This design comes from an exercise in tuning for small area and a short achievable clock period on the open sky130 flow, not from production work.
In this exercise RTL edits were held to simulation tests only and were not proved equivalent to the original.
In every run shown here, the design's own scripts or RTL, not TritonCTS, make the clock network.
The clock input has no modelled driver; a real chip could not lean on it and would need a root buffer or a full tree.
No activity file was given, so power comes from the tool's default toggle rates.

==> design.v <==
`timescale 1ns / 1ps
module ultrasonido(clk, trig, echo, distancia, init, done);
input init;
input clk;
input echo;
output reg trig;
output reg [8:0] distancia;
output reg done;
reg pr;       
reg pa;       
reg pl;       
reg [22:0] t;
localparam [22:0] INV = 23'h2AAAAA;
wire [22:0] s = t ^ INV;
reg W;
wire [22:0] s_nx = pr ? 23'd1 : {s[21:0], s[22] ^ s[17] ^ (s[21:0] == 22'd0)};
wire zero22 = (s_nx[21:0] == 22'd0);
wire next_z = zero22 & s_nx[22];        
wire cur_z = zero22 & ~s_nx[22];        
wire end_w = s_nx[22] & s_nx[20] & s_nx[19] & s_nx[11] & s_nx[10] & ~s_nx[6];
wire W_nx = next_z | ((W | cur_z) & ~end_w);
reg [8:0] q;
reg [16:0] R;
reg h;
localparam [16:0] ROFF = 17'd31072;
wire last = ~R[16] & q[7] & q[8] & q[4] & ~R[11] & q[1] & R[12] & R[9] & R[1]
          & ~R[5] & ~q[3] & ~R[13] & ~q[0] & ~q[2] & ~q[6] & R[0] & ~R[8] & ~R[4];
wire [17:0] S = {1'b0, R} + 18'd17;
wire co = S[17];
wire clr = pr | pl | (pa & last);
wire [16:0] R_nx = clr ? ROFF : pa ? (co ? (S[16:0] | ROFF) : S[16:0]) : R;
wire [8:0] q_nx = clr ? 9'd0 : q + {8'd0, pa & co};
wire [8:0] dist_d;
wire trig_d, done_d, pa_d, pl_d, h_d, W_d;
ultrasonido_io io (
	.init(init), .echo(echo), .W(W), .h(h), .Kn(W | ~h), .done(done), .distancia(distancia),
	.qn(q_nx), .Y(W_nx),
	.trig_d(trig_d), .done_d(done_d), .pa_d(pa_d), .pl_d(pl_d), .h_d(h_d),
	.W_d(W_d), .dist_d(dist_d));
always @(posedge clk) begin
	pr <= ~init;
	pa <= pa_d;
	pl <= pl_d;
	t <= s_nx ^ INV;
	q <= q_nx;
	R <= R_nx;
	h <= h_d;
	trig <= trig_d;
	W <= W_d;
	done <= done_d;
	distancia <= dist_d;
end
endmodule
module ultrasonido_io(init, echo, W, h, Kn, done, distancia, qn, Y,
                      trig_d, done_d, pa_d, pl_d, h_d, W_d, dist_d);
input init, echo, W, h, done;
input Kn;                               
input [8:0] distancia, qn;
input Y;
output trig_d, done_d, pa_d, pl_d, h_d, W_d;
output [8:0] dist_d;
wire act = ~W & echo;                   
wire lowev = ~W & ~echo;                
wire ld = ~(echo | Kn);                 
assign trig_d = init & W;
assign done_d = init & (done | lowev);
assign pa_d = init & act;
assign pl_d = init & lowev;
assign h_d = init & (act | (h & ~lowev));
assign W_d = ~init | Y;
assign dist_d = ld ? (qn & {9{init}}) : (distancia & {9{init}});
endmodule
==> flow/run.sh <==
#!/bin/bash
# The standard ORFS layout (standard.sh), in two runs of make:
#  1. synthesis to CTS, after which the clock tree is replaced by a few clock
#     buffers on the clock port (flow/post_cts.tcl, flow/clock_leaves.tcl);
#  2. global route to the end, with a larger setup margin for repair_timing.
set -e
export FLOW_FLOW_DIR=$PWD/flow
bash standard.sh BUFFER_PORTS_ARGS="-buffer_cell sky130_fd_sc_hd__buf_2" CTS_ARGS="-sink_clustering_enable -repair_clock_nets -dont_use_dummy_load" SETUP_SLACK_MARGIN=13.0 POST_CTS_TCL=$PWD/flow/post_cts.tcl cts > standard_to_cts.log 2>&1
bash standard.sh BUFFER_PORTS_ARGS="-buffer_cell sky130_fd_sc_hd__buf_2" CTS_ARGS="-sink_clustering_enable -repair_clock_nets -dont_use_dummy_load" SETUP_SLACK_MARGIN=13.0 SETUP_SLACK_MARGIN=13.7 POST_CTS_TCL=$PWD/flow/post_cts.tcl finish > standard_finish.log 2>&1
==> flow/clock_leaves.tcl <==
# POST_CTS hook: replace the clock tree that CTS built by a few clock buffers
# driven straight from the clock port, each driving one vertical stripe of the
# registers (registers sorted by x, cut into equal groups). All registers then
# see the same one-buffer clock path.
proc leaf_clock_tree { master_name nleaves } {
  set block [ord::get_db_block]
  set master [[ord::get_db] findMaster $master_name]
  set clk_net [[$block findBTerm clk] getNet]
  set sinks {}
  foreach inst [$block getInsts] {
    if {![[$inst getMaster] isSequential]} { continue }
    foreach it [$inst getITerms] {
      if {[[$it getMTerm] getName] == "CLK"} { lappend sinks [list [lindex [$inst getLocation] 0] [lindex [$inst getLocation] 1] $it] }
    }
  }
  # the buffers CTS made: every non-register instance whose output net carries the clock
  set dead {}
  foreach inst [$block getInsts] {
    if {[[$inst getMaster] isSequential]} { continue }
    foreach it [$inst getITerms] {
      if {[$it isInputSignal] && [$it getNet] != "NULL" && [[$it getNet] getSigType] == "CLOCK"} { lappend dead $inst; break }
    }
  }
  foreach s $sinks { [lindex $s 2] disconnect }
  foreach inst $dead {
    set nets {}
    foreach it [$inst getITerms] { if {[$it getNet] != "NULL" && [$it getNet] != $clk_net} { lappend nets [$it getNet] } }
    odb::dbInst_destroy $inst
    foreach n $nets { if {[llength [$n getITerms]] == 0 && [llength [$n getBTerms]] == 0} { odb::dbNet_destroy $n } }
  }
  set sinks [lsort -integer -index 0 $sinks]
  set n [llength $sinks]
  for {set k 0} {$k < $nleaves} {incr k} {
    set lo [expr {$k * $n / $nleaves}]; set hi [expr {($k + 1) * $n / $nleaves}]
    set buf [odb::dbInst_create $block $master clkleaf_$k]
    set net [odb::dbNet_create $block clknet_leaf_$k]
    $net setSigType CLOCK
    [$buf findITerm A] connect $clk_net
    [$buf findITerm X] connect $net
    set xs 0; set ys 0
    foreach s [lrange $sinks $lo [expr {$hi - 1}]] {
      [lindex $s 2] connect $net
      set xs [expr {$xs + [lindex $s 0]}]; set ys [expr {$ys + [lindex $s 1]}]
    }
    set m [expr {$hi - $lo}]
    $buf setLocation [expr {int($xs / $m)}] [expr {int($ys / $m)}]
    $buf setPlacementStatus PLACED
  }
  puts "leaf_clock_tree: $n registers on $nleaves x $master_name, removed [llength $dead] cells"
}
==> flow/post_cts.tcl <==
# Runs at the end of ORFS's CTS step (POST_CTS_TCL).
source $::env(FLOW_FLOW_DIR)/clock_leaves.tcl
leaf_clock_tree sky130_fd_sc_hd__clkbuf_8 4
detailed_placement
estimate_parasitics -placement
==> standard.sh <==
#!/bin/bash
# synth_recipe.tcl (not shown) runs the flow's synth.tcl, then flattens the netlist and writes it again
# the make line also repeats each setting of config.mk as NAME=value (left out here)
make -C /OpenROAD-flow-scripts/flow DESIGN_CONFIG=/design/flow/config.mk WORK_HOME=/design/flow/orfs CLKGATE_MAP_FILE= SYNTH_SCRIPT=/design/flow/synth_recipe.tcl "${@:-finish}"
==> config.mk <==
export PLATFORM = sky130hd
export DESIGN_NAME = ultrasonido
export DESIGN_NICKNAME = ultrasonido
export VERILOG_FILES = /design/flow/design.v
export SDC_FILE = /design/flow/constraint.sdc
export NUM_CORES = 4
export LEC_CHECK = 0
export CAP_MARGIN = 20
export CORE_MARGIN = 2
export CORE_UTILIZATION = 70
export SLEW_MARGIN = 20
export SYNTH_HIERARCHICAL = 1
==> constraint.sdc <==
create_clock -name core_clock -period 18.0 [get_ports {clk}]
set_input_delay 3.6000 -clock core_clock [delete_from_list [all_inputs] [get_ports {clk}]]
set_output_delay 3.6000 -clock core_clock [all_outputs]
set_load 0.01 [all_outputs]
==> impl_metrics.yaml, run 1 <==
status:
  run_status: "no timing/DRC/antenna violations"
sta:
  fin_skew_ns: 0.01135
  tns_ns: 0
  post-route-period-util: 0.2351
  max_slew_margin: 0.3899
  max_freq_ghz: 0.2363
  fin_ws_ns: 13.77
  hold-worst-slack_ns: 0.3960
  period_needed_ns: 4.232
  setup_violations: 0
  timing.final.hold_violations: 0
  slew_viol_final: 0
  tightestPinTransition_ns: 0.9151
  rsz0062_at_grt: "false"
setup_path:
  path_cells: "buf_2"
  start_kind: "flip-flop"
  crit_required_ns: 14.40
  cp.buffers_inverters: 1
  cp_top_family: "flip-flops"
  reg2reg_depth: 12
  slowest_delay_ns: 0.35
  crit_arrival_ns: 0.63
  critPathKind: "reg2out"
  slowest_stage: "dfxtp_1"
  end_kind: "output pin"
  worstSetupPathDepth: 1
  crit_path_max_fanout: 2
power_and_ir_drop:
  power_density_nw_per_um2: 77.16
  ir_drop_uv: 101.8
  p_comb_frac: 0.023
  cellInternalPower_uw: 167.1
  finalPower_uw: 205.1
  p_sw_frac: 0.1853
  power_switching_uw: 38.02
  p_leak_nw: 0.9702
  p_clk_frac: 0.267
  seq_power_share: 0.710
drt:
  wl_per_cell_um: 13.57
  vias_per_cell: 5.562
  drc: 0
  wl_um: 4180
  dr.pass1.iters: 4
  vias: 1713
  drt_iter0_drc: 130
  ant_nets: 0
synthesis:
  synth_fa_ha_area_frac: 0.01467
  synthFlopType: "dfxtp_1"
  yosys_register_bits: 65
  yosysTopAreaCell: "dfxtp_1"
  synth.avg_cell_area_um2: 9.995
  synth_area_um2: 2559
  synth_top_family_by_area: "simple AND/OR/NAND/NOR gates"
  synth_compound_area_frac: 0.08704
  yosysTopAreaCellShare: 0.5086
  async_reset_ff_frac: 0
  synth-simple-area-share: 0.2611
  synth_mux_area_frac: 0.007824
  yosysSeqAreaShare: 0.5086
  synth.area.top_cells: "dfxtp_1 (51%), xnor2_1 (5.8%), nor2_1 (4.8%)"
  syn-num-nets: 262
  syn_inst: 256
  synth_edf_count: 0
  ys_warn_count: 7
  synth_cell_types: 41
  synth_xor_xnor_area_share: 0.08215
final_layout:
  instances_no_fill: 308
  final_core_util: 0.7784
  area_growth_pct: 3.912
  final_nets: 270
  fin_area_um2: 2659
  drive_gt1_frac: 0.1336
  antennaDiodeCount: 0
  fillCellCount: 253
floorplanning:
  io_pins: 14
  rows: 21
  dieArea_um2: 4155
  die_h_um: 64.46
  initial_core_util: 0.7491
  die_w_um: 64.46
  core_um2: 3416
placement:
  dpl.hpwl_um: 2899
  io_buffers: 13
  place_area_um2: 2601
  dpl.cell_count: 304
  gp_congestion: 0.8395
  place_ws_ns: 13.46
global_routing:
  grt_pass1_wl_um: 7596
  grt_max_degree: 28
  grt_pass1_vias: 1739
  antenna_found_initial: 0
  grtUsageTotal: 0.2262
  overflow: 0
flow_run:
  drv_cap: 0
clock_tree:
  cts_sinks: 65
  clkTransAtPathRegs_ns: 0.09
  insertion_delay_ns: 0.16
hold_path:
  min_path_cells: 1
  hp-class: "reg2reg"
[path summary, 6_finish.rpt]
check	end	from	slack [ns]
max reg2reg	distancia[8]$_DFF_P_	pa$_DFF_P_	15.04
min reg2reg	t[1]$_DFF_P_	t[0]$_DFF_P_	0.40
min	t[1]$_DFF_P_	t[0]$_DFF_P_	0.40
max	distancia[0]	distancia[0]$_DFF_P_	13.77
[power groups by stage]
stage | clock network [mW] | logic, mW | registers (mW)
final | 0.0547 | 0.00465 | 0.146
after global routing | 0.0607 | 0.00517 | 0.146
after detailed placement | 0 | 0.00465 | 0.149
after global placement | 0 | 0.00465 | 0.149
after floorplan | 0 | 0.00476 | 0.148
[kinds of logic after synthesis]
family                   after synthesis
AND/OR/NAND/NOR                      120
XOR/XNOR                              24
multiplexers                           2
buffers and inverters                 16
flip-flops                            65
AO/OA/AOI/OAI                         26
adder cells (fa/ha/maj)                3
[synth_stat cells, types with 4 or more instances]
cell      count
nand4_1       7
nand2b_1     14
dfxtp_1      65
nand2_1      23
buf_4         4
xor2_1        7
o21ai_2      10
o211ai_1      9
nor4_1        5
inv_1         5
nand3_1       4
xnor2_1      17
nand3b_1      7
nor2_1       33
[layout make-up]
| cell class | instances | area, um^2 | area share |
|---|---|---|---|
| inverters | 5 | 18.77 | 0.007059 |
| repair buffers | 13 | 65.06 | 0.02447 |
| plain buffers | 4 | 55.05 | 0.02071 |
| flip-flops and latches | 65 | 1301 | 0.4894 |
| multi-input cells | 175 | 1161 | 0.4367 |
| well taps | 46 | 57.56 | 0.02165 |
[layer usage]
metal | track usage | wire (um) | vias to the layer above
li1 | - | - | 894
met1 | 0.3092 | 2122 | 793
met2 | 0.3854 | 1935 | 24
met3 | 0.03125 | 102 | 2
met4 | 0.04787 | 20 | 0
met5 | 0 | 0 | -
[layout by cell type (no fill, tap or decap), types with 2 or more instances in the layout]
cell type / count
nor4_2: 2
nor3_1: 3
buf_2: 13
nand3_1: 4
nor4_1: 5
nor3b_1: 3
mux2i_1: 2
xor2_1: 7
and3_1: 2
nor4b_1: 3
or4_1: 3
nor2_1: 33
dfxtp_1: 65
nand4_1: 7
clkbuf_8: 4
nand2b_1: 14
nor2b_1: 2
inv_1: 5
nand4b_1: 2
nand2_1: 23
xnor2_1: 17
o211ai_1: 9
ha_1: 3
o21ai_2: 10
nand3b_1: 7
[Yosys stat by module (local to each module, per instance)]
module,flip-flops and latches,area (um^2)
ultrasonido,65,2267
ultrasonido_io,0,291.5
[state kept, by name, summed over array words and instances, names as in the netlist]
| name | cells |
|---|---|
| R | 17 |
| W | 1 |
| distancia | 9 |
| done | 1 |
| h | 1 |
| pa | 1 |
| pl | 1 |
| pr | 1 |
| q | 9 |
| t | 23 |
| trig | 1 |
==> run 2, diff against run 1 <==
==> flow/run.sh (replaced) <==
#!/bin/bash
# The standard ORFS layout (standard.sh), in two runs of make:
#  1. synthesis to CTS, after which the clock tree is replaced by a few clock
#     buffers on the clock port (flow/post_cts.tcl, flow/clock_leaves.tcl);
#  2. global route to the end, with a larger setup margin for repair_timing.
set -e
export FLOW_FLOW_DIR=$PWD/flow
export FLOW_SYNTH_TCL=$PWD/synth_recipe.tcl
export FLOW_ABC_AREA_SCRIPT=$PWD/flow/abc_area_map.script
bash standard.sh BUFFER_PORTS_ARGS="-buffer_cell sky130_fd_sc_hd__buf_2" CTS_ARGS="-sink_clustering_enable -repair_clock_nets -dont_use_dummy_load" SETUP_SLACK_MARGIN=13.0 SYNTH_SCRIPT=$PWD/flow/area_synth.tcl POST_CTS_TCL=$PWD/flow/post_cts.tcl cts > standard_to_cts.log 2>&1
bash standard.sh BUFFER_PORTS_ARGS="-buffer_cell sky130_fd_sc_hd__buf_2" CTS_ARGS="-sink_clustering_enable -repair_clock_nets -dont_use_dummy_load" SETUP_SLACK_MARGIN=13.0 SETUP_SLACK_MARGIN=13.7 SYNTH_SCRIPT=$PWD/flow/area_synth.tcl POST_CTS_TCL=$PWD/flow/post_cts.tcl finish > standard_finish.log 2>&1
==> flow/abc_area_map.script (new file) <==
strash
dch
map -a
topo
==> flow/area_synth.tcl (new file) <==
# The standard flow's synthesis (synth_recipe.tcl, which runs ORFS's synth.tcl), with one
# change: ABC maps the io block with ORFS's speed script as usual, and the
# rest of the design with an area-oriented script (flow/abc_area_map.script).
proc abc {args} {
  set i [lsearch -exact $args -script]
  set rest [lreplace $args $i [expr {$i + 1}]]
  yosys abc {*}$args ultrasonido_io
  yosys abc -script $::env(FLOW_ABC_AREA_SCRIPT) {*}$rest ultrasonido
}
source $::env(FLOW_SYNTH_TCL)
==> run 2 against run 1 <==
  * Global-route usage is 2.5 points higher
  * Register-to-register slack lost 0.41 ns
  * First-iteration DRC count rose by 2.3%
  * Wire length up 8.7%
  * Area after synthesis is 3.1% lower
  * Core utilization increased by 0.55 points
  * Sequential share of layout area is 0.42 points higher
  * Final cell count increased by 13%
  * Final area is 0.85% lower
==> impl_metrics.yaml, run 2 <==
power_and_ir_drop:
  seq_power_share: 0.707
  p_comb_frac: 0.026
  p_sw_frac: 0.1891
  p_leak_nw: 1.022
  power_density_nw_per_um2: 78.10
  p_clk_frac: 0.267
  finalPower_uw: 205.9
  cellInternalPower_uw: 167.0
  power_switching_uw: 38.93
  ir_drop_uv: 83.52
setup_path:
  end_kind: "output pin"
  reg2reg_depth: 18
  crit_path_max_fanout: 2
  cp_top_family: "flip-flops"
  path_cells: "buf_2"
  crit_required_ns: 14.40
  slowest_delay_ns: 0.36
  cp.buffers_inverters: 1
  start_kind: "flip-flop"
  critPathKind: "reg2out"
  worstSetupPathDepth: 1
  crit_arrival_ns: 0.65
  slowest_stage: "dfxtp_1"
placement:
  place_area_um2: 2567
  gp_congestion: 0.7784
  dpl.cell_count: 345
  place_ws_ns: 13.47
  dpl.hpwl_um: 3272
  io_buffers: 13
synthesis:
  synth_cell_types: 31
  synth_edf_count: 0
  syn_inst: 290
  synth_area_um2: 2479
  synth.area.top_cells: "dfxtp_1 (52%), nand2_1 (6.8%), clkinv_1 (5.1%)"
  syn-num-nets: 296
  synth.avg_cell_area_um2: 8.547
  yosysSeqAreaShare: 0.5250
  yosys_register_bits: 65
  yosysTopAreaCellShare: 0.5250
  yosysMostFrequentCell: "dfxtp_1"
  ys_warn_count: 7
  yosysTopAreaCell: "dfxtp_1"
  synthFlopType: "dfxtp_1"
  async_reset_ff_frac: 0
  synth_common_cells: "dfxtp_1 (65), nand2_1 (45), clkinv_1 (34)"
hold_path:
  hp-class: "reg2reg"
  min_path_cells: 1
final_layout:
  area_growth_pct: 6.360
  instances_no_fill: 349
  layout_commonest_cell: "dfxtp_1"
  antennaDiodeCount: 0
  final_nets: 311
  final_core_util: 0.7839
  layout_common_cells: "dfxtp_1 (65), nand2_1 (45), clkinv_1 (34)"
  largest_register: "t"
  largestRegisters: "t (23), R (17)"
  regArea_um2: 1301
  largest_reg_flops: 23
  fin_area_um2: 2636
  fillCellCount: 252
  multi_input_area_um2: 1022
  drive_gt1_frac: 0.1089
global_routing:
  grt_max_degree: 26
  antenna_found_initial: 0
  grt_pass1_vias: 1877
  grtUsageTotal: 0.2509
  overflow: 0
  grt_pass1_wl_um: 8217
sta:
  rsz0062_at_grt: "false"
  tns_ns: 0
  post-route-period-util: 0.2364
  period_needed_ns: 4.255
  setup_violations: 0
  tightestPinTransition_ns: 0.7089
  hold-worst-slack_ns: 0.4063
  fin_skew_ns: 0.01524
  slew_viol_final: 0
  fin_ws_ns: 13.75
  max_slew_margin: 0.5258
  max_freq_ghz: 0.2350
  timing.final.hold_violations: 0
flow_run:
  drv_cap: 0
floorplanning:
  die_h_um: 63.51
  io_pins: 14
  die_w_um: 63.51
  dieArea_um2: 4033
  core_um2: 3363
  initial_core_util: 0.7370
  rows: 21
drt:
  vias: 1964
  vias_per_cell: 5.628
  drt_iter0_drc: 133
  drc: 0
  wl_um: 4542
  dr.pass1.iters: 4
  ant_nets: 0
  wl_per_cell_um: 13.01
clock_tree:
  insertion_delay_ns: 0.16
  cts_sinks: 65
  clkTransAtPathRegs_ns: 0.09
status:
  run_status: "no timing/DRC/antenna violations"
run 2: cell types whose count changed in the layout (fill, tap and decap cells not counted), moves of 7 or more:
cell / change
nand3b_1: -7
nor3_1: +17
nand2_1: +22
a21oi_1: +15
xnor2_1: -15
nand2b_1: -13
clkinv_1: +34
run 2: metal layers:
layer  routed length (um)  GRT usage  vias to the layer above
met5                    0          0                        -
met4                   50    0.06522                        0
met2                 2193     0.4250                       30
met3                  118    0.03571                        6
met1                 2179     0.3364                      920
li1                     -          -                     1008
run 2: final timing paths:
check,endpoint,slack (ns),startpoint
max,distancia[8],13.75,distancia[8]$_DFF_P_
min,t[12]$_DFF_P_,0.41,t[11]$_DFF_P_
max reg2reg,distancia[8]$_DFF_P_,14.63,R[0]$_SDFFE_PP0P_
min reg2reg,t[12]$_DFF_P_,0.41,t[11]$_DFF_P_
run 2: cell families after synthesis:
| family | count (synthesis) | share of synthesized area |
|---|---|---|
| AO/OA/AOI/OAI | 44 | 0.1212 |
| XOR/XNOR | 5 | 0.01767 |
| adder cells (fa/ha/maj) | 3 | 0.01515 |
| buffers and inverters | 39 | 0.07117 |
| flip-flops | 65 | 0.5250 |
| multiplexers | 1 | 0.004039 |
| AND/OR/NAND/NOR | 133 | 0.2458 |
run 2: power by group through the flow:
stage	sequential, mW	combinational [mW]	clock (mW)
6_report	0.146	0.00542	0.0549
5_1_grt	0.146	0.00609	0.0615
3_3_place_gp	0.149	0.00517	0
3_5_place_dp	0.149	0.00522	0
2_1_floorplan	0.149	0.00390	0
run 2: Yosys stat by module (local to each module, per instance):
| module | area, um^2 | cells | copies in the design |
|---|---|---|---|
| ultrasonido | 2187 | 249 | 1 |
| ultrasonido_io | 291.5 | 41 | 1 |
run 2: final cells by class:
class	instances	area share
Buffer	4	0.02088
Inverter	34	0.04841
Multi-Input combinational cell	186	0.3878
Sequential cell	65	0.4936
Tap cell	46	0.02183
Timing Repair Buffer	14	0.02753
==> run 3, diff against run 2 <==
==> flow/abc_area_map.script (replaced) <==
strash
balance
rewrite
refactor
balance
rewrite -z
refactor -z
rewrite -z
balance
&get -n
&st
&dch
&nf -a
&put
topo
==> run 3 against run 2 <==
  * Still clean
  * Die area shrank 1.9%
  * Worst setup slack improved by 0.0026 ns
  * Combinational power fell by 13%
  * Global-route usage down 2.5 points
  * Sequential power hardly changed
  * Final cell count fell by 13%
  * Power shrank 0.96%
  * Clock skew decreased by 0.0050 ns
  * Largest cell class unchanged
  * Largest power group unchanged
==> impl_metrics.yaml, run 3 <==
status:
  run_status: "no timing/DRC/antenna violations"
floorplanning:
  die_w_um: 62.90
  initial_core_util: 0.7278
  die_h_um: 62.90
  core_um2: 3337
  rows: 21
  io_pins: 14
  dieArea_um2: 3956
clock_tree:
  cts_sinks: 65
  clkTransAtPathRegs_ns: 0.10
  insertion_delay_ns: 0.15
sta:
  tns_ns: 0
  timing.final.hold_violations: 0
  max_slew_margin: 0.5354
  max_freq_ghz: 0.2352
  fin_skew_ns: 0.01021
  period_needed_ns: 4.252
  setup_violations: 0
  rsz0062_at_grt: "false"
  post-route-period-util: 0.2362
  tightestPinTransition_ns: 0.6927
  hold-worst-slack_ns: 0.3850
  slew_viol_final: 0
  fin_ws_ns: 13.75
synthesis:
  synth_edf_count: 0
  yosys_register_bits: 65
  yosysTopAreaCellShare: 0.5358
  yosysSeqAreaShare: 0.5358
  synth.avg_cell_area_um2: 9.913
  async_reset_ff_frac: 0
  syn-num-nets: 251
  synthFlopType: "dfxtp_1"
  synth.area.top_cells: "dfxtp_1 (54%), nor2_1 (4.3%), nand2_1 (3.4%)"
  yosysTopAreaCell: "dfxtp_1"
  synth_area_um2: 2429
  syn_inst: 245
  synth_common_cells: "dfxtp_1 (65), nor2_1 (28), nand2_1 (22)"
  ys_warn_count: 7
  yosysMostFrequentCell: "dfxtp_1"
  synth_cell_types: 38
placement:
  dpl.hpwl_um: 3059
  dpl.cell_count: 300
  io_buffers: 13
  place_ws_ns: 13.46
  gp_congestion: 0.7823
drt:
  drc: 0
  wl_um: 4250
  vias: 1759
  ant_nets: 0
  drt_iter0_drc: 97
  wl_per_cell_um: 13.98
  dr.pass1.iters: 4
  vias_per_cell: 5.786
final_layout:
  drive_gt1_frac: 0.1124
  fillCellCount: 249
  final_nets: 266
  largest_reg_flops: 23
  instances_no_fill: 304
  largestRegisters: "t (23), R (17)"
  layout_commonest_cell: "dfxtp_1"
  largest_register: "t"
  layout_common_cells: "dfxtp_1 (65), nor2_1 (28), nand2_1 (22)"
  area_growth_pct: 5.925
  multi_input_area_um2: 1075
  regArea_um2: 1301
  antennaDiodeCount: 0
setup_path:
  cp.buffers_inverters: 1
  critPathKind: "reg2out"
  path_cells: "buf_2"
  start_kind: "flip-flop"
  cp_top_family: "flip-flops"
  end_kind: "output pin"
  crit_path_max_fanout: 2
  crit_arrival_ns: 0.65
  slowest_delay_ns: 0.36
  slowest_stage: "dfxtp_1"
  crit_required_ns: 14.40
power_and_ir_drop:
  ir_drop_uv: 99.76
  power_density_nw_per_um2: 79.27
  p_leak_nw: 0.9944
global_routing:
  antenna_found_initial: 0
  overflow: 0
  grt_max_degree: 26
  grt_pass1_vias: 1684
  grtUsageTotal: 0.2264
  grt_pass1_wl_um: 7314
flow_run:
  drv_cap: 0
hold_path:
  hp-class: "reg2reg"
==> run 3: cell types whose count changed after synthesis, moves of 6 or more <==
cell,before,now
xnor2_1,2,8
clkinv_1,34,3
nor4_1,9,2
nand2b_1,1,13
and3_1,0,6
a21oi_1,15,6
nor3_1,20,12
nand2_1,45,22
==> run 3: layout make-up <==
cell class	instances	area share
Sequential cell	65	0.5058
Inverter	3	0.004377
Tap cell	46	0.02237
Timing Repair Buffer	14	0.02821
Buffer	4	0.02140
Multi-Input combinational cell	172	0.4178
==> run 3: cells by family after synthesis <==
family / after synthesis / synth area share
DFF: 65 / 0.5358
muxes: 2 / 0.008244
adders and majority gates: 3 / 0.01546
buffers and inverters: 8 / 0.02473
xor gates and xnor gates: 13 / 0.04688
AOI/OAI and AO/OA: 40 / 0.1211
and+or+nand+nor: 114 / 0.2478
==> run 3: path summary, 6_finish.rpt <==
check | start | endpoint | slack, ns | cells past startpoint
worst max register to register | R[0]$_SDFFE_PP0P_ | distancia[8]$_DFF_P_ | 14.84 | 11
worst min register to register | t[6]$_DFF_P_ | t[7]$_DFF_P_ | 0.39 | 1
worst min-delay path | t[6]$_DFF_P_ | t[7]$_DFF_P_ | 0.39 | 1
worst max-delay path | distancia[0]$_DFF_P_ | distancia[0] | 13.75 | 1
==> run 3: layer usage <==
layer  track usage  part of all wire  vias to the layer above
met5             0                 0                        -
met4       0.03333            0.0082                        0
met3       0.03243             0.022                        4
met2        0.4096              0.50                       21
met1        0.2914              0.47                      838
li1              -                 -                      896
==> run 3: modules after synthesis, one instance, submodules excluded <==
module | copies in the design | cells | area, um^2 | flip-flops and latches
ultrasonido | 1 | 204 | 2137 | 65
ultrasonido_io | 1 | 41 | 291.5 | 0
==> run 3: where the power goes <==
| part | internal [mW] | switching [mW] |
|---|---|---|
| logic | 0.00179 | 0.00290 |
| clock network | 0.0205 | 0.0329 |
| registers | 0.145 | 0.00112 |
==> run 3: stage by stage <==
stage	util	cell area, um^2	power [mW]
6_report	0.7709	2572	0.2039
5_1_grt	0.7709	2572	0.2121
3_5_place_dp	0.7537	2515	0.1538
3_3_place_gp	0.7537	2515	0.1537
2_1_floorplan	-	2429	0.1524
==> run 3: worst register-to-register path: cells and delay by family (launching register included) <==
| family | cells | cell delay [ns] |
|---|---|---|
| flip-flops | 1 | 0.42 |
| adder cells (fa/ha/maj) | 2 | 0.48 |
| AND/OR/NAND/NOR | 6 | 1.81 |
| AO/OA/AOI/OAI | 3 | 0.40 |
==> run 4, diff against run 3 <==
==> flow/run.sh (replaced) <==
#!/bin/bash
# The standard ORFS layout (standard.sh), in two runs of make:
#  1. synthesis to CTS, after which the clock tree is replaced by a few clock
#     buffers on the clock port (flow/post_cts.tcl, flow/clock_leaves.tcl);
#  2. global route to the end, with a larger setup margin for repair_timing.
set -e
export FLOW_FLOW_DIR=$PWD/flow
export FLOW_SYNTH_TCL=$PWD/synth_recipe.tcl
export FLOW_ABC_AREA_SCRIPT=$PWD/flow/abc_area_map.script
bash standard.sh BUFFER_PORTS_ARGS="-buffer_cell sky130_fd_sc_hd__buf_2" CTS_ARGS="-sink_clustering_enable -repair_clock_nets -dont_use_dummy_load" SETUP_SLACK_MARGIN=13.0 SYNTH_SCRIPT=$PWD/flow/area_synth_all.tcl POST_CTS_TCL=$PWD/flow/post_cts.tcl cts > standard_to_cts.log 2>&1
bash standard.sh BUFFER_PORTS_ARGS="-buffer_cell sky130_fd_sc_hd__buf_2" CTS_ARGS="-sink_clustering_enable -repair_clock_nets -dont_use_dummy_load" SETUP_SLACK_MARGIN=13.0 SETUP_SLACK_MARGIN=13.7 SYNTH_SCRIPT=$PWD/flow/area_synth_all.tcl POST_CTS_TCL=$PWD/flow/post_cts.tcl finish > standard_finish.log 2>&1
==> flow/area_synth_all.tcl (new file) <==
# The standard flow's synthesis (synth_recipe.tcl, which runs ORFS's synth.tcl), with one
# change: ABC maps the whole design with an area-oriented script
# (flow/abc_area_map.script).
proc abc {args} {
  set i [lsearch -exact $args -script]
  set rest [lreplace $args $i [expr {$i + 1}]]
  yosys abc -script $::env(FLOW_ABC_AREA_SCRIPT) {*}$rest
}
source $::env(FLOW_SYNTH_TCL)
--- a/config.mk
+++ b/config.mk
@@ -11,2 +11 @@
 export SLEW_MARGIN = 20
-export SYNTH_HIERARCHICAL = 1
removed: flow/area_synth.tcl
==> run 4 against run 3 <==
  * Hold slack better by 0.0023 ns
  * Sequential share of layout area up 0.90 points
  * Fmax about the same
  * Clock power about the same
  * Still clean
  * Highest routed layer unchanged
==> impl_metrics.yaml, run 4 <==
drt:
  dr.pass1.iters: 4
  drt_iter0_drc: 165
  vias: 1803
  wl_um: 4345
  ant_nets: 0
  drc: 0
  wl_per_cell_um: 14.20
  vias_per_cell: 5.892
status:
  run_status: "no timing/DRC/antenna violations"
sta:
  post-route-period-util: 0.2361
  max_slew_margin: 0.5464
  fin_ws_ns: 13.75
  fin_skew_ns: 0.01356
  slew_viol_final: 0
  timing.final.hold_violations: 0
  tns_ns: 0
  setup_violations: 0
  period_needed_ns: 4.250
  max_freq_ghz: 0.2353
  rsz0062_at_grt: "false"
  tightestPinTransition_ns: 0.6731
clock_tree:
  clkTransAtPathRegs_ns: 0.10
  insertion_delay_ns: 0.15
  cts_sinks: 65
floorplanning:
  die_w_um: 61.48
  dieArea_um2: 3779
  rows: 20
  initial_core_util: 0.7452
  io_pins: 14
  core_um2: 3103
  die_h_um: 61.48
synthesis:
  yosysSeqAreaShare: 0.5628
  syn-num-nets: 248
  synth_area_um2: 2312
  ys_warn_count: 1
  syn_inst: 242
  synth_common_cells: "dfxtp_1 (65), nor2_1 (35), nand2_1 (21)"
  yosys_register_bits: 65
  synth_cell_types: 33
  synthFlopType: "dfxtp_1"
  yosysTopAreaCellShare: 0.5628
  synth.area.top_cells: "dfxtp_1 (56%), nor2_1 (5.7%), nand2_1 (3.4%)"
  async_reset_ff_frac: 0
  synth_edf_count: 0
  synth.avg_cell_area_um2: 9.555
  yosysMostFrequentCell: "dfxtp_1"
  yosysTopAreaCell: "dfxtp_1"
power_and_ir_drop:
  seq_power_share: 0.715
  cellInternalPower_uw: 167.1
  power_density_nw_per_um2: 80.65
  p_leak_nw: 1.032
  ir_drop_uv: 81.63
  p_comb_frac: 0.023
  power_switching_uw: 36.75
  p_clk_frac: 0.262
  p_sw_frac: 0.1803
  finalPower_uw: 203.8
setup_path:
  slowest_stage: "dfxtp_1"
  critPathKind: "reg2out"
  reg2reg_depth: 11
  end_kind: "output pin"
  crit_required_ns: 14.40
  cp.buffers_inverters: 1
  crit_arrival_ns: 0.65
  cp_top_family: "flip-flops"
  start_kind: "flip-flop"
  crit_path_max_fanout: 2
  slowest_delay_ns: 0.36
  worstSetupPathDepth: 1
  path_cells: "buf_2"
final_layout:
  area_growth_pct: 9.307
  largest_reg_flops: 23
  layout_commonest_cell: "dfxtp_1"
  largestRegisters: "t (23), R (17)"
  largest_register: "t"
  layout_common_cells: "dfxtp_1 (65), nor2_1 (34), nand2_1 (21)"
  antennaDiodeCount: 0
  final_nets: 270
  drive_gt1_frac: 0.08779
global_routing:
  grt_pass1_wl_um: 6734
  overflow: 0
  grt_max_degree: 25
  grt_pass1_vias: 1654
  grtUsageTotal: 0.2359
  antenna_found_initial: 0
hold_path:
  hp-class: "reg2reg"
  min_path_cells: 1
placement:
  place_ws_ns: 13.06
  io_buffers: 13
  dpl.hpwl_um: 2974
  gp_congestion: 0.9110
flow_run:
  drv_cap: 0
run 4: metal layers:
| metal | vias up | part of all wire | track usage |
|---|---|---|---|
| met4 | 0 | 0.0071 | 0.06991 |
| met1 | 859 | 0.44 | 0.2660 |
| li1 | 901 | - | - |
| met2 | 40 | 0.52 | 0.4529 |
| met5 | - | 0 | 0 |
| met3 | 3 | 0.037 | 0.03782 |
run 4: kinds of logic after synthesis:
family                   count (synthesis)  synth area share
multiplexers                             1          0.004329
adder cells (fa/ha/maj)                  3           0.01624
buffers and inverters                    8           0.01299
flip-flops                              65            0.5628
AO/OA/AOI/OAI                           38            0.1044
AND/OR/NAND/NOR                        115            0.2538
XOR/XNOR                                12           0.04545
run 4: path summary, 6_finish.rpt:
kind / to / slack, ns / startpoint
max: distancia[2] / 13.75 / distancia[2]$_DFF_P_
min: t[5]$_DFF_P_ / 0.39 / t[4]$_DFF_P_
max reg2reg: distancia[8]$_DFF_P_ / 14.61 / pa$_DFF_P_
min reg2reg: t[5]$_DFF_P_ / 0.39 / t[4]$_DFF_P_
run 4: cell type report:
class                   count  area [um^2]
multi-input cells         171         1013
well taps                  44        55.05
fillers                   241        575.6
inverters                   8        30.03
flip-flops and latches     65         1301
repair buffers             14        72.57
plain buffers               4        55.05
run 4: through the flow:
| stage | utilization | cell area, um^2 | hold WS, ns | std cells |
|---|---|---|---|---|
| after floorplan | - | 2312 | 0.3648 | 242 |
| after global placement | 0.7887 | 2447 | 0.3718 | 300 |
| after detailed placement | 0.7887 | 2447 | 0.3791 | 300 |
| after global routing | 0.8145 | 2527 | 0.3990 | 306 |
| final | 0.8145 | 2527 | 0.3873 | 306 |
run 4: power by group through the flow:
stage          Clock [mW]  Combinational [mW]  Sequential [mW]
2_1_floorplan           0             0.00278            0.149
6_report           0.0535             0.00460            0.146
5_1_grt            0.0593             0.00513            0.146
3_3_place_gp            0             0.00442            0.149
3_5_place_dp            0             0.00446            0.149
==> run 5, diff against run 4 <==
--- a/config.mk
+++ b/config.mk
@@ -11 +11,2 @@
 export SLEW_MARGIN = 20
+export SYNTH_HIERARCHICAL = 1
==> run 5 against run 4 <==
  * Clock skew rose by 0.0010 ns
  * Clock power about the same
  * Power grew 0.19%
  * Core utilization shrank 0.69 points
  * Wire length grew 2.7%
  * Hold slack better by 0.014 ns
==> impl_metrics.yaml, run 5 <==
setup_path:
  crit_arrival_ns: 0.65
  critPathKind: "reg2out"
  end_kind: "output pin"
  crit_path_max_fanout: 2
  reg2reg_depth: 10
  start_kind: "flip-flop"
  slowest_delay_ns: 0.36
  slowest_stage: "dfxtp_1"
  crit_required_ns: 14.40
  path_cells: "buf_2"
  cp.buffers_inverters: 1
  cp_top_family: "flip-flops"
  worstSetupPathDepth: 1
clock_tree:
  insertion_delay_ns: 0.16
  clkTransAtPathRegs_ns: 0.09
  cts_sinks: 65
drt:
  vias_per_cell: 6.058
  vias: 1763
  dr.pass1.iters: 4
  wl_per_cell_um: 15.33
  drc: 0
  ant_nets: 0
  wl_um: 4462
  drt_iter0_drc: 185
sta:
  rsz0062_at_grt: "false"
  max_slew_margin: 0.5809
  period_needed_ns: 4.250
  timing.final.hold_violations: 0
  slew_viol_final: 0
  max_freq_ghz: 0.2353
  tightestPinTransition_ns: 0.6278
  setup_violations: 0
  tns_ns: 0
  fin_skew_ns: 0.01458
  post-route-period-util: 0.2361
placement:
  io_buffers: 13
  gp_congestion: 0.7963
  dpl.hpwl_um: 3156
  dpl.cell_count: 287
  place_area_um2: 2471
final_layout:
  antennaDiodeCount: 0
  largest_register: "t"
  final_nets: 255
  fillCellCount: 200
  layout_commonest_cell: "dfxtp_1"
  instances_no_fill: 291
  drive_gt1_frac: 0.07692
  fin_area_um2: 2526
  layout_common_cells: "dfxtp_1 (65), nor2_1 (28), nand2_1 (14)"
  largest_reg_flops: 23
  largestRegisters: "t (23), R (17)"
  area_growth_pct: 8.026
  final_core_util: 0.8076
global_routing:
  grt_pass1_wl_um: 7031
  antenna_found_initial: 0
  overflow: 0
  grt_pass1_vias: 1611
  grt_max_degree: 26
  grtUsageTotal: 0.2487
power_and_ir_drop:
  ir_drop_uv: 129.6
  p_leak_nw: 0.9936
  power_density_nw_per_um2: 80.85
synthesis:
  synth_area_um2: 2338
  synth.area.top_cells: "dfxtp_1 (56%), nor2_1 (4.5%), o311a_1 (3.9%)"
  yosysSeqAreaShare: 0.5564
  yosysTopAreaCellShare: 0.5564
  async_reset_ff_frac: 0
  syn_inst: 229
  ys_warn_count: 7
  yosys_register_bits: 65
  yosysMostFrequentCell: "dfxtp_1"
  yosysTopAreaCell: "dfxtp_1"
  synth_cell_types: 38
  syn-num-nets: 235
  synth.avg_cell_area_um2: 10.21
  synth_common_cells: "dfxtp_1 (65), nor2_1 (28), nand2_1 (14)"
  synthFlopType: "dfxtp_1"
  synth_edf_count: 0
status:
  run_status: "no timing/DRC/antenna violations"
floorplanning:
  die_w_um: 61.80
  core_um2: 3128
  initial_core_util: 0.7476
  dieArea_um2: 3819
  io_pins: 14
  die_h_um: 61.80
  rows: 20
hold_path:
  hp-class: "reg2reg"
  min_path_cells: 1
flow_run:
  drv_cap: 0
## run 5: metal layers
metal,routed length [um],vias up,global-route usage,share of wire
met1,1976,844,0.2999,0.44
met4,31,0,0.04559,0.0069
li1,-,874,-,-
met5,0,-,0,0
met3,154,4,0.04555,0.035
met2,2299,41,0.4647,0.52
## run 5: final timing paths
check                                        from              endpoint  slack (ns)
worst max-delay path                 done$_DFF_P_                  done       13.75
worst min-delay path                t[20]$_DFF_P_         t[21]$_DFF_P_        0.40
worst max register to register  R[0]$_SDFFE_PP0P_  distancia[8]$_DFF_P_       14.79
worst min register to register      t[20]$_DFF_P_         t[21]$_DFF_P_        0.40
## run 5: stage by stage
stage / setup slack [ns] / hold WS [ns] / total power [mW]
3_3_place_gp: 13.72 / 0.3718 / 0.1535
5_1_grt: 13.72 / 0.4161 / 0.2101
2_1_floorplan: 13.97 / 0.3648 / 0.1513
3_5_place_dp: 13.68 / 0.3811 / 0.1539
6_report: 13.75 / 0.4015 / 0.2042
## run 5: power breakdown
group	total [mW]	internal [mW]	leakage [nW]	switching, mW
clock network	0.0537	0.0205	0.0288	0.0332
registers	0.146	0.145	0.526	0.00107
logic	0.00481	0.00176	0.439	0.00305
total	0.204	0.167	0.994	0.0373
## run 5: kinds of logic after synthesis
logic type | synth area share
AO/OA/AOI/OAI | 0.1343
flip-flops | 0.5564
XOR/XNOR | 0.04869
adder cells (fa/ha/maj) | 0.01605
buffers and inverters | 0.004815
AND/OR/NAND/NOR | 0.2354
multiplexers | 0.004281
## run 5: final cells by class
| cell class | instances | area, um^2 | area share |
|---|---|---|---|
| Tap cell | 44 | 55.05 | 0.02179 |
| Buffer | 4 | 55.05 | 0.02179 |
| Timing Repair Buffer | 14 | 72.57 | 0.02873 |
| Sequential cell | 65 | 1301 | 0.5151 |
| Multi-Input combinational cell | 161 | 1031 | 0.4081 |
| Inverter | 3 | 11.26 | 0.004458 |
## run 5: per-module statistics from Yosys (local to each module, per instance)
module,copies in the design,cell area [um^2]
ultrasonido_io,1,201.4
ultrasonido,1,2137
==> run 6, diff against run 5 <==
==> flow/abc_area_map.script (replaced) <==
strash
balance
rewrite
refactor
balance
rewrite -z
refactor -z
rewrite -z
balance
&get -n
&st
&dch -f
&nf -a -R 1000
&put
topo
==> run 6 against run 5 <==
  * Sequential share of layout area up 1.2 points
  * Largest cell class unchanged
  * Area after synthesis shrank 2.6%
  * Synthesized cell count is 6.6% higher
  * Combinational power is 9.6% lower
  * Fmax down 0.49%
  * Critical path depth increased by 3
  * Core utilization decreased by 0.56 points
  * Die area is 2.4% lower
  * Clock power is essentially flat
  * Final cell count rose by 5.2%
==> impl_metrics.yaml, run 6 <==
power_and_ir_drop:
  p_comb_frac: 0.021
  cellInternalPower_uw: 167.0
  power_density_nw_per_um2: 82.47
  p_leak_nw: 1.048
  ir_drop_uv: 76.47
  power_switching_uw: 36.61
  seq_power_share: 0.716
  p_clk_frac: 0.263
  p_sw_frac: 0.1798
final_layout:
  largest_reg_flops: 23
  final_core_util: 0.8020
  drive_gt1_frac: 0.07634
  multi_input_area_um2: 958.4
  antennaDiodeCount: 0
  layout_common_cells: "dfxtp_1 (65), nor2_1 (47), nand2_1 (16)"
  regArea_um2: 1301
  largestRegisters: "t (23), R (17)"
  largest_register: "t"
  area_growth_pct: 8.347
  final_nets: 270
  layout_commonest_cell: "dfxtp_1"
  fillCellCount: 204
clock_tree:
  cts_sinks: 65
  clkTransAtPathRegs_ns: 0.10
  insertion_delay_ns: 0.16
synthesis:
  synth-simple-area-share: 0.2696
  synth_compound_area_frac: 0.08072
  synth_common_cells: "dfxtp_1 (65), nor2_1 (48), nand2_1 (16)"
  ys_warn_count: 7
  yosysTopAreaCell: "dfxtp_1"
  synth.avg_cell_area_um2: 9.338
  synth_edf_count: 0
  synth.area.top_cells: "dfxtp_1 (57%), nor2_1 (7.9%), nand2b_1 (3.8%)"
  synth_cell_types: 29
  yosys_register_bits: 65
  syn-num-nets: 250
  yosysTopAreaCellShare: 0.5711
  yosysMostFrequentCell: "dfxtp_1"
  yosysSeqAreaShare: 0.5711
  async_reset_ff_frac: 0
  synthFlopType: "dfxtp_1"
  syn_inst: 244
  synth_area_um2: 2278
  synth_top_family_by_area: "simple AND/OR/NAND/NOR gates"
  synth_fa_ha_area_frac: 0.01647
  synth_mux_area_frac: 0.004393
  synth_xor_xnor_area_share: 0.04613
global_routing:
  antenna_found_initial: 0
  grtUsageTotal: 0.2352
  grt_pass1_wl_um: 6548
  grt_pass1_vias: 1519
  overflow: 0
  grt_max_degree: 26
drt:
  wl_um: 3924
  ant_nets: 0
  vias: 1669
  drc: 0
  vias_per_cell: 5.454
  wl_per_cell_um: 12.82
  drt_iter0_drc: 57
  dr.pass1.iters: 4
sta:
  post-route-period-util: 0.2373
  tightestPinTransition_ns: 0.6634
  timing.final.hold_violations: 0
  max_freq_ghz: 0.2341
  slew_viol_final: 0
  setup_violations: 0
  period_needed_ns: 4.271
  rsz0062_at_grt: "true"
  fin_skew_ns: 0.01034
  hold-worst-slack_ns: 0.3974
  tns_ns: 0
  max_slew_margin: 0.5547
setup_path:
  slowest_delay_ns: 0.34
  cp_top_family: "simple AND/OR/NAND/NOR gates"
  path_cells: "buf_2, or2_1, nor2_1, nor2_1"
  critPathKind: "in2reg"
  end_kind: "flip-flop"
  slowest_stage: "or2_1"
  cp_common_cell: "nor2_1"
  cp.buffers_inverters: 1
  crit_path_max_fanout: 9
  start_kind: "input port"
  crit_arrival_ns: 4.31
  crit_required_ns: 18.04
status:
  run_status: "no timing/DRC/antenna violations"
floorplanning:
  io_pins: 14
  dieArea_um2: 3727
  die_w_um: 61.05
  rows: 20
  core_um2: 3078
  die_h_um: 61.05
  initial_core_util: 0.7402
flow_run:
  drv_cap: 0
placement:
  gp_congestion: 0.8052
  io_buffers: 13
  dpl.hpwl_um: 2756
hold_path:
  hp-class: "reg2reg"
==> run 6: cell count changes in the layout (fill, tap and decap cells not counted), sizes merged, moves of 3 or more <==
| cell | change |
|---|---|
| nor2 | +20 |
| o21ai | +12 |
| o21bai | -9 |
| o311a | -9 |
| clkinv | +4 |
| and3 | +3 |
==> run 6: per-stage QoR <==
stage          power [mW]  area (um^2)  instances  worst slack, ns
6_report           0.2036         2469        306            13.73
3_3_place_gp       0.1532         2406        302            13.60
2_1_floorplan      0.1515         2278        244            13.80
5_1_grt            0.2101         2469        306            13.69
3_5_place_dp       0.1533         2406        302            13.56
==> run 6: worst paths after layout <==
| path | start | endpoint | slack, ns | cells past startpoint |
|---|---|---|---|---|
| max reg2reg | pa$_DFF_P_ | distancia[8]$_DFF_P_ | 14.64 | 13 |
| min | t[2]$_DFF_P_ | t[3]$_DFF_P_ | 0.40 | 1 |
| max | echo | distancia[0]$_DFF_P_ | 13.73 | 4 |
| min reg2reg | t[2]$_DFF_P_ | t[3]$_DFF_P_ | 0.40 | 1 |
==> run 6: kinds of logic after synthesis <==
logic type | after synthesis
xor+xnor | 12
compound gates | 32
flops | 65
buf+inv | 7
fa+ha+maj | 3
simple gates | 124
mux | 1
==> run 6: metal layers <==
metal	wire (um)	up-vias	share of wire	global-route usage
met5	0	-	0	0
li1	-	873	-	-
met3	95	5	0.024	0.04622
met1	1953	771	0.50	0.3125
met4	51	0	0.013	0.04969
met2	1823	20	0.46	0.4012
==> run 6: final cells by class <==
class                   instances  area share
flip-flops and latches         65      0.5271
well taps                      44     0.02230
plain buffers                   4     0.02230
multi-input cells             172      0.3882
inverters                       7     0.01064
repair buffers                 14     0.02940
==> run 6: power by group through the flow <==
| stage | Combinational [mW] | Sequential, mW | Clock [mW] |
|---|---|---|---|
| 6_report | 0.00435 | 0.146 | 0.0535 |
| 5_1_grt | 0.00479 | 0.146 | 0.0593 |
| 3_5_place_dp | 0.00417 | 0.149 | 0 |
| 3_3_place_gp | 0.00408 | 0.149 | 0 |
| 2_1_floorplan | 0.00261 | 0.149 | 0 |
==> run 6: modules after synthesis, one instance, submodules excluded <==
module | cells inside | cell area, um^2 | flip-flops and latches | times used
ultrasonido_io | 36 | 165.2 | 0 | 1
ultrasonido | 208 | 2113 | 65 | 1
==> run 6: worst register-to-register path: cells and delay by family (launching register included) <==
kind / cells / cell delay [ns]
compound gates: 2 / 0.50
fa+ha+maj: 2 / 0.50
buf+inv: 1 / 0.12
flops: 1 / 0.52
simple gates: 8 / 1.67
==> run 7, diff against run 6 <==
==> design.v (replaced) <==
`timescale 1ns / 1ps
module ultrasonido(clk, trig, echo, distancia, init, done);
input init;
input clk;
input echo;
output reg trig;
output reg [8:0] distancia;
output reg done;
reg pr;       
reg pa;       
reg [22:0] t;
localparam [22:0] INV = 23'h2AAAAA;
wire [22:0] s = t ^ INV;
wire zero22 = (s[21:0] == 22'd0);
wire next_z = zero22 & s[22];           
wire cur_z = zero22 & ~s[22];           
wire end_w = s[22] & s[20] & s[19] & s[11] & s[10] & ~s[6];
wire win = pr | next_z | ((trig | cur_z) & ~end_w);
wire [22:0] s_nx = pr ? 23'd1 : {s[21:0], s[22] ^ s[17] ^ zero22};
reg [8:0] q;
reg [16:0] R;
reg h;
localparam [16:0] ROFF = 17'd31072;
wire last = ~R[16] & q[7] & q[8] & q[4] & ~R[11] & q[1] & R[12] & R[9] & R[1]
          & ~R[5] & ~q[3] & ~R[13] & ~q[0] & ~q[2] & ~q[6] & R[0] & ~R[8] & ~R[4];
wire [17:0] S = {1'b0, R} + 18'd17;
wire co = S[17];
wire clr = ~h | (pa & last);
wire [16:0] R_nx = clr ? ROFF : pa ? (co ? (S[16:0] | ROFF) : S[16:0]) : R;
wire [8:0] q_nx = clr ? 9'd0 : q + {8'd0, pa & co};
wire [8:0] dist_d;
wire trig_d, done_d, pa_d, h_d;
ultrasonido_io io (
	.init(init), .echo(echo), .win(win), .h(h), .Kn(win | ~h), .done(done),
	.distancia(distancia), .qn(q_nx),
	.trig_d(trig_d), .done_d(done_d), .pa_d(pa_d), .h_d(h_d), .dist_d(dist_d));
always @(posedge clk) begin
	pr <= ~init;
	pa <= pa_d;
	t <= s_nx ^ INV;
	q <= q_nx;
	R <= R_nx;
	h <= h_d;
	trig <= trig_d;
	done <= done_d;
	distancia <= dist_d;
end
endmodule
module ultrasonido_io(init, echo, win, h, Kn, done, distancia, qn,
                      trig_d, done_d, pa_d, h_d, dist_d);
input init, echo, win, h, done;
input Kn;                               
input [8:0] distancia, qn;
output trig_d, done_d, pa_d, h_d;
output [8:0] dist_d;
wire act = ~win & echo;                 
wire lowev = ~win & ~echo;              
wire ld = ~(echo | Kn);                 
assign trig_d = init & win;
assign done_d = init & (done | lowev);
assign pa_d = init & act;
assign h_d = init & (act | (h & ~lowev));
assign dist_d = ld ? (qn & {9{init}}) : (distancia & {9{init}});
endmodule
==> run 7 against run 6 <==
  * Synthesized cell count down 4.1%
  * Via count down 2.6%
  * Power down 0.14%
  * Register-to-register slack better by 0.31 ns
  * Wire length up 0.84%
  * Worst setup slack better by 0.045 ns
  * Highest routed layer unchanged
  * Critical path depth down 3
  * Final cell count down 3.3%
==> impl_metrics.yaml, run 7 <==
sta:
  timing.final.hold_violations: 0
  max_slew_margin: 0.4134
  rsz0062_at_grt: "false"
  post-route-period-util: 0.2348
  tightestPinTransition_ns: 0.8704
  fin_skew_ns: 0.01099
  slew_viol_final: 0
  setup_violations: 0
  fin_ws_ns: 13.77
  period_needed_ns: 4.226
  max_freq_ghz: 0.2366
  tns_ns: 0
floorplanning:
  dieArea_um2: 3626
  initial_core_util: 0.7306
  die_w_um: 60.22
  core_um2: 3028
  io_pins: 14
  die_h_um: 60.22
  rows: 20
final_layout:
  largest_reg_flops: 23
  final_nets: 260
  instances_no_fill: 296
  layout_common_cells: "dfxtp_1 (63), nor2_1 (48), nand2_1 (15)"
  layout_commonest_cell: "dfxtp_1"
  area_growth_pct: 8.711
  final_core_util: 0.7942
  largestRegisters: "t (23), R (17)"
  drive_gt1_frac: 0.07937
  largest_register: "t"
  antennaDiodeCount: 0
  fin_area_um2: 2405
clock_tree:
  cts_sinks: 63
  clkTransAtPathRegs_ns: 0.09
  insertion_delay_ns: 0.15
synthesis:
  synth_cell_types: 35
  synth.area.top_cells: "dfxtp_1 (57%), nor2_1 (8.3%), nand2b_1 (3.4%)"
  synth_common_cells: "dfxtp_1 (63), nor2_1 (49), nand2_1 (15)"
  yosysMostFrequentCell: "dfxtp_1"
  syn_inst: 234
  ys_warn_count: 7
  yosys_register_bits: 63
  synth.avg_cell_area_um2: 9.454
  syn-num-nets: 240
  yosysTopAreaCellShare: 0.5701
  yosysSeqAreaShare: 0.5701
  synth_area_um2: 2212
  yosysTopAreaCell: "dfxtp_1"
  synth_edf_count: 0
  synthFlopType: "dfxtp_1"
  async_reset_ff_frac: 0
global_routing:
  antenna_found_initial: 0
  grt_pass1_vias: 1513
  grt_pass1_wl_um: 6561
  grtUsageTotal: 0.2422
  overflow: 0
  grt_max_degree: 26
flow_run:
  drv_cap: 0
drt:
  wl_um: 3957
  drc: 0
  drt_iter0_drc: 97
  vias_per_cell: 5.493
  ant_nets: 0
  wl_per_cell_um: 13.37
  vias: 1626
  dr.pass1.iters: 4
power_and_ir_drop:
  p_leak_nw: 0.9742
  cellInternalPower_uw: 164.8
  power_density_nw_per_um2: 84.54
  seq_power_share: 0.703
  power_switching_uw: 38.53
  ir_drop_uv: 71.55
  p_sw_frac: 0.1895
  p_clk_frac: 0.261
  p_comb_frac: 0.036
placement:
  place_ws_ns: 13.58
  dpl.hpwl_um: 2966
  gp_congestion: 0.8014
  io_buffers: 13
  place_area_um2: 2347
  dpl.cell_count: 292
setup_path:
  slowest_delay_ns: 0.34
  critPathKind: "reg2out"
  path_cells: "buf_2"
  crit_arrival_ns: 0.63
  end_kind: "output pin"
  crit_required_ns: 14.40
  cp.buffers_inverters: 1
  slowest_stage: "dfxtp_1"
  crit_path_max_fanout: 2
  cp_top_family: "flip-flops"
  start_kind: "flip-flop"
status:
  run_status: "no timing/DRC/antenna violations"
hold_path:
  hp-class: "reg2reg"
==> run 7: logic make-up (layout without fill, tap and decap cells) <==
family | Yosys count | after routing | share of synthesized area
adder cells (fa/ha/maj) | 3 | 3 | 0.01697
flip-flops | 63 | 63 | 0.5701
multiplexers | 1 | 1 | 0.004525
AO/OA/AOI/OAI | 27 | 27 | 0.07410
XOR/XNOR | 13 | 13 | 0.05147
buffers and inverters | 6 | 24 | 0.01018
AND/OR/NAND/NOR | 121 | 121 | 0.2726
==> run 7: final timing paths <==
check | startpoint | slack, ns | endpoint | cells past startpoint
worst max register to register | R[0]$_SDFFE_PP0P_ | 14.95 | distancia[8]$_DFF_P_ | 13
worst min register to register | t[8]$_SDFF_PP0_ | 0.41 | t[9]$_DFF_P_ | 1
worst max-delay path | distancia[1]$_DFF_P_ | 13.77 | distancia[1] | 1
worst min-delay path | t[8]$_SDFF_PP0_ | 0.41 | t[9]$_DFF_P_ | 1
==> run 7: power by group through the flow <==
| stage | registers (mW) | clock network (mW) | logic (mW) |
|---|---|---|---|
| after floorplan | 0.146 | 0 | 0.00422 |
| after global placement | 0.146 | 0 | 0.00682 |
| after detailed placement | 0.146 | 0 | 0.00714 |
| after global routing | 0.143 | 0.0590 | 0.00804 |
| final | 0.143 | 0.0531 | 0.00724 |
==> run 7: stage by stage <==
step | hold slack, ns | power, mW
after floorplan | 0.3653 | 0.1502
after global placement | 0.3767 | 0.1529
after detailed placement | 0.3817 | 0.1533
after global routing | 0.4326 | 0.2104
final | 0.4099 | 0.2033
==> run 7: area by class of cell <==
type	instances	area, um^2
flip-flops and latches	63	1261
multi-input cells	165	938.4
fillers	184	623.1
repair buffers	14	72.57
plain buffers	4	55.05
well taps	44	55.05
inverters	6	22.52
==> run 7: per-module statistics from Yosys (local to each module, per instance) <==
module,copies in the design,cell area [um^2]
ultrasonido,1,2056
ultrasonido_io,1,156.4
==> run 7: routing by layer <==
metal / vias to the layer above / GRT usage / part of all wire
met5: - / 0 / 0
met4: 0 / 0.06032 / 0.0083
met3: 5 / 0.06061 / 0.033
met2: 29 / 0.4317 / 0.51
met1: 754 / 0.2894 / 0.45
li1: 838 / - / -
==> run 8, diff against run 7 <==
--- a/design.v
+++ b/design.v
@@ -8,3 +8,2 @@
 output reg done;
-reg pr;       
 reg pa;       
@@ -17,4 +16,4 @@
 wire end_w = s[22] & s[20] & s[19] & s[11] & s[10] & ~s[6];
-wire win = pr | next_z | ((trig | cur_z) & ~end_w);
-wire [22:0] s_nx = pr ? 23'd1 : {s[21:0], s[22] ^ s[17] ^ zero22};
+wire win = next_z | ((trig | cur_z) & ~end_w);
+wire fb = s[22] ^ s[17] ^ zero22;
 reg [8:0] q;
@@ -32,10 +31,11 @@
 wire trig_d, done_d, pa_d, h_d;
+wire [22:0] t_d;
 ultrasonido_io io (
 	.init(init), .echo(echo), .win(win), .h(h), .Kn(win | ~h), .done(done),
-	.distancia(distancia), .qn(q_nx),
-	.trig_d(trig_d), .done_d(done_d), .pa_d(pa_d), .h_d(h_d), .dist_d(dist_d));
+	.distancia(distancia), .qn(q_nx), .t(t[21:0]), .fb(fb),
+	.trig_d(trig_d), .done_d(done_d), .pa_d(pa_d), .h_d(h_d), .dist_d(dist_d),
+	.t_d(t_d));
 always @(posedge clk) begin
-	pr <= ~init;
 	pa <= pa_d;
-	t <= s_nx ^ INV;
+	t <= t_d;
 	q <= q_nx;
@@ -48,4 +48,4 @@
 endmodule
-module ultrasonido_io(init, echo, win, h, Kn, done, distancia, qn,
-                      trig_d, done_d, pa_d, h_d, dist_d);
+module ultrasonido_io(init, echo, win, h, Kn, done, distancia, qn, t, fb,
+                      trig_d, done_d, pa_d, h_d, dist_d, t_d);
 input init, echo, win, h, done;
@@ -53,4 +53,7 @@
 input [8:0] distancia, qn;
+input [21:0] t;                         
+input fb;                               
 output trig_d, done_d, pa_d, h_d;
 output [8:0] dist_d;
+output [22:0] t_d;
 wire act = ~win & echo;                 
@@ -63,2 +66,3 @@
 assign dist_d = ld ? (qn & {9{init}}) : (distancia & {9{init}});
+assign t_d = init ? {~t, fb} : 23'h2AAAAA;
 endmodule
--- a/config.mk
+++ b/config.mk
@@ -9,3 +9,3 @@
 export CORE_MARGIN = 2
-export CORE_UTILIZATION = 70
+export CORE_UTILIZATION = 60
 export SLEW_MARGIN = 20
==> run 8 against run 7 <==
  * Critical path type is now in2reg
  * Worst setup slack lost 0.010 ns
  * Hold slack lost 0.014 ns
  * Clock power shrank 2%
  * Critical endpoint is now distancia[4]$_DFF_P_
  * Critical path depth grew 3
==> impl_metrics.yaml, run 8 <==
synthesis:
  yosysMostFrequentCell: "dfxtp_1"
  yosys_register_bits: 62
  synth_cell_types: 32
  synth_common_cells: "dfxtp_1 (62), nor2_1 (34), nand2_1 (28)"
  synth.avg_cell_area_um2: 9.318
  yosysSeqAreaShare: 0.5620
  synth_area_um2: 2208
  syn-num-nets: 243
  synth_edf_count: 0
  synth.area.top_cells: "dfxtp_1 (56%), nor2_1 (5.8%), nand2_1 (4.8%)"
  ys_warn_count: 7
  yosysTopAreaCell: "dfxtp_1"
  synthFlopType: "dfxtp_1"
  yosysTopAreaCellShare: 0.5620
  async_reset_ff_frac: 0
  syn_inst: 237
sta:
  rsz0062_at_grt: "false"
  max_slew_margin: 0.5390
  timing.final.hold_violations: 0
  max_freq_ghz: 0.2361
  tns_ns: 0
  period_needed_ns: 4.236
  setup_violations: 0
  post-route-period-util: 0.2354
  tightestPinTransition_ns: 0.6898
  slew_viol_final: 0
  fin_skew_ns: 0.02054
global_routing:
  grt_pass1_wl_um: 7038
  grt_max_degree: 36
  overflow: 0
  grt_pass1_vias: 1632
  grtUsageTotal: 0.2109
  antenna_found_initial: 0
drt:
  wl_per_cell_um: 13.20
  dr.pass1.iters: 4
  drt_iter0_drc: 114
  vias_per_cell: 5.460
  wl_um: 3986
  ant_nets: 0
  drc: 0
  vias: 1649
power_and_ir_drop:
  power_density_nw_per_um2: 85.79
  p_leak_nw: 0.9487
  ir_drop_uv: 70.56
setup_path:
  reg2reg_from: "R[0]$_SDFFE_PP0P_"
  cp-endpoint: "distancia[4]$_DFF_P_"
  crit_arrival_ns: 4.28
  crit_required_ns: 18.04
  rr_endpoint: "distancia[8]$_DFF_P_"
  critPathKind: "in2reg"
  start_kind: "input port"
  r2r_setup_slack_ns: 14.83
  end_kind: "flip-flop"
  crit_path_max_fanout: 9
  worstSetupStartpoint: "echo"
  reg2reg_depth: 12
final_layout:
  layout_common_cells: "dfxtp_1 (62), nor2_1 (33), nand2_1 (28)"
  largestRegisters: "t (23), R (17)"
  drive_gt1_frac: 0.07087
  area_growth_pct: 8.385
  layout_commonest_cell: "dfxtp_1"
  final_nets: 262
  largest_reg_flops: 23
  instances_no_fill: 302
  largest_register: "t"
  antennaDiodeCount: 0
placement:
  dpl.cell_count: 298
  dpl.hpwl_um: 2854
  gp_congestion: 0.7321
  io_buffers: 13
floorplanning:
  die_w_um: 64.67
  die_h_um: 64.67
  rows: 22
  initial_core_util: 0.6124
  core_um2: 3606
  dieArea_um2: 4182
  io_pins: 14
status:
  run_status: "no timing/DRC/antenna violations"
clock_tree:
  clkTransAtPathRegs_ns: 0.08
  insertion_delay_ns: 0.16
  cts_sinks: 62
hold_path:
  hp-class: "reg2reg"
flow_run:
  drv_cap: 0
## run 8: worst min-delay path by stage
stage	start	end	slack, ns	depth (start not counted)
floorplan	t[0]$_DFF_P_	t[1]$_DFF_P_	0.36	1
global placement	t[0]$_DFF_P_	t[1]$_DFF_P_	0.37	1
detailed placement	t[4]$_DFF_P_	t[5]$_DFF_P_	0.38	1
global route	t[14]$_DFF_P_	t[15]$_DFF_P_	0.42	1
finish	t[16]$_DFF_P_	t[17]$_DFF_P_	0.40	1
## run 8: cell type report
class / count / area [um^2]
flip-flops and latches: 62 / 1241
inverters: 7 / 26.28
well taps: 48 / 60.06
repair buffers: 13 / 67.56
multi-input cells: 168 / 943.4
plain buffers: 4 / 55.05
fillers: 305 / 1212
## run 8: metal layers
metal / track usage / vias up / routed length, um
met5: 0 / - / 0
met3: 0.03993 / 2 / 98
met2: 0.3737 / 25 / 1961
li1: - / 852 / -
met1: 0.2649 / 770 / 1905
met4: 0.05319 / 0 / 21
## run 8: cells by family (layout without fill, tap and decap cells)
| kind of cell | count (synthesis) | count (layout) | share of synthesized area |
|---|---|---|---|
| flip-flops | 62 | 62 | 0.5620 |
| buffers and inverters | 7 | 24 | 0.01190 |
| adder cells (fa/ha/maj) | 3 | 3 | 0.01700 |
| multiplexers | 1 | 1 | 0.004533 |
| AO/OA/AOI/OAI | 30 | 30 | 0.07933 |
| AND/OR/NAND/NOR | 122 | 122 | 0.2776 |
| XOR/XNOR | 12 | 12 | 0.04759 |
## run 8: worst max-delay path, stage by stage
cell	delay (ns)
buf_2	0.12
or2_0	0.34
nor2_1	0.16
nor2_1	0.06
## run 8: report_power, final
part / leakage, nW / switching, mW / internal, mW
combinational: 0.418 / 0.00736 / 0.00428
sequential: 0.502 / 0.00199 / 0.140
clock: 0.0288 / 0.0316 / 0.0205
## run 8: Yosys stat by module (local to each module, per instance)
module | cell area [um^2] | times used | flops+latches | cells inside
ultrasonido | 1937 | 1 | 62 | 179
ultrasonido_io | 271.5 | 1 | 0 | 58
## run 8: metrics by stage
step	setup WS, ns	utilization	hold WS (ns)	power (mW)	cell area, um^2
global route	13.72	0.6638	0.4151	0.2139	2394
floorplan	13.82	-	0.3597	0.1517	2208
detailed placement	13.61	0.6471	0.3755	0.1563	2333
global placement	13.63	0.6471	0.3664	0.1558	2333
finish	13.76	0.6638	0.3963	0.2054	2394

==> port drivers added, routing unchanged <==
In the flow no input, the clock included, has a driving cell. The finished layouts below were timed again as built, in two steps.
Step 1 sets driving cells, clkbuf_16 on the clock port and buf_2 on the other inputs (assumed; they add their load-dependent delay and slew).
Step 2 also shifts input and output timing later by t, the mid clock arrival at the registers, as if the neighbouring blocks saw the same clock.
a / b / c = no drivers / after step 1 / after step 2; a / b = the first two.
| run | shift t [ns] | slack for setup (ns) | worst hold slack (ns) |
|---|---|---|---|
| run 1 | 0.200 | 13.768 / 13.721 / 13.642 | 0.396 / 0.396 / 0.396 |
| run 2 | 0.200 | 13.745 / 13.696 / 13.636 | 0.406 / 0.406 / 0.406 |
| run 3 | 0.195 | 13.748 / 13.701 / 13.651 | 0.385 / 0.385 / 0.385 |
| run 4 | 0.194 | 13.750 / 13.702 / 13.603 | 0.387 / 0.387 / 0.387 |
| run 5 | 0.194 | 13.750 / 13.705 / 13.641 | 0.401 / 0.402 / 0.402 |
| run 6 | 0.198 | 13.729 / 13.719 / 13.561 | 0.397 / 0.397 / 0.397 |
| run 7 | 0.199 | 13.774 / 13.722 / 13.631 | 0.410 / 0.410 / 0.410 |
| run 8 | 0.196 | 13.764 / 13.731 / 13.593 | 0.396 / 0.396 / 0.396 |
After both steps every run listed still meets setup and hold. For run 8, which loses most, drivers alone change the setup slack by -0.033 ns; drivers and shift together by -0.171 ns.
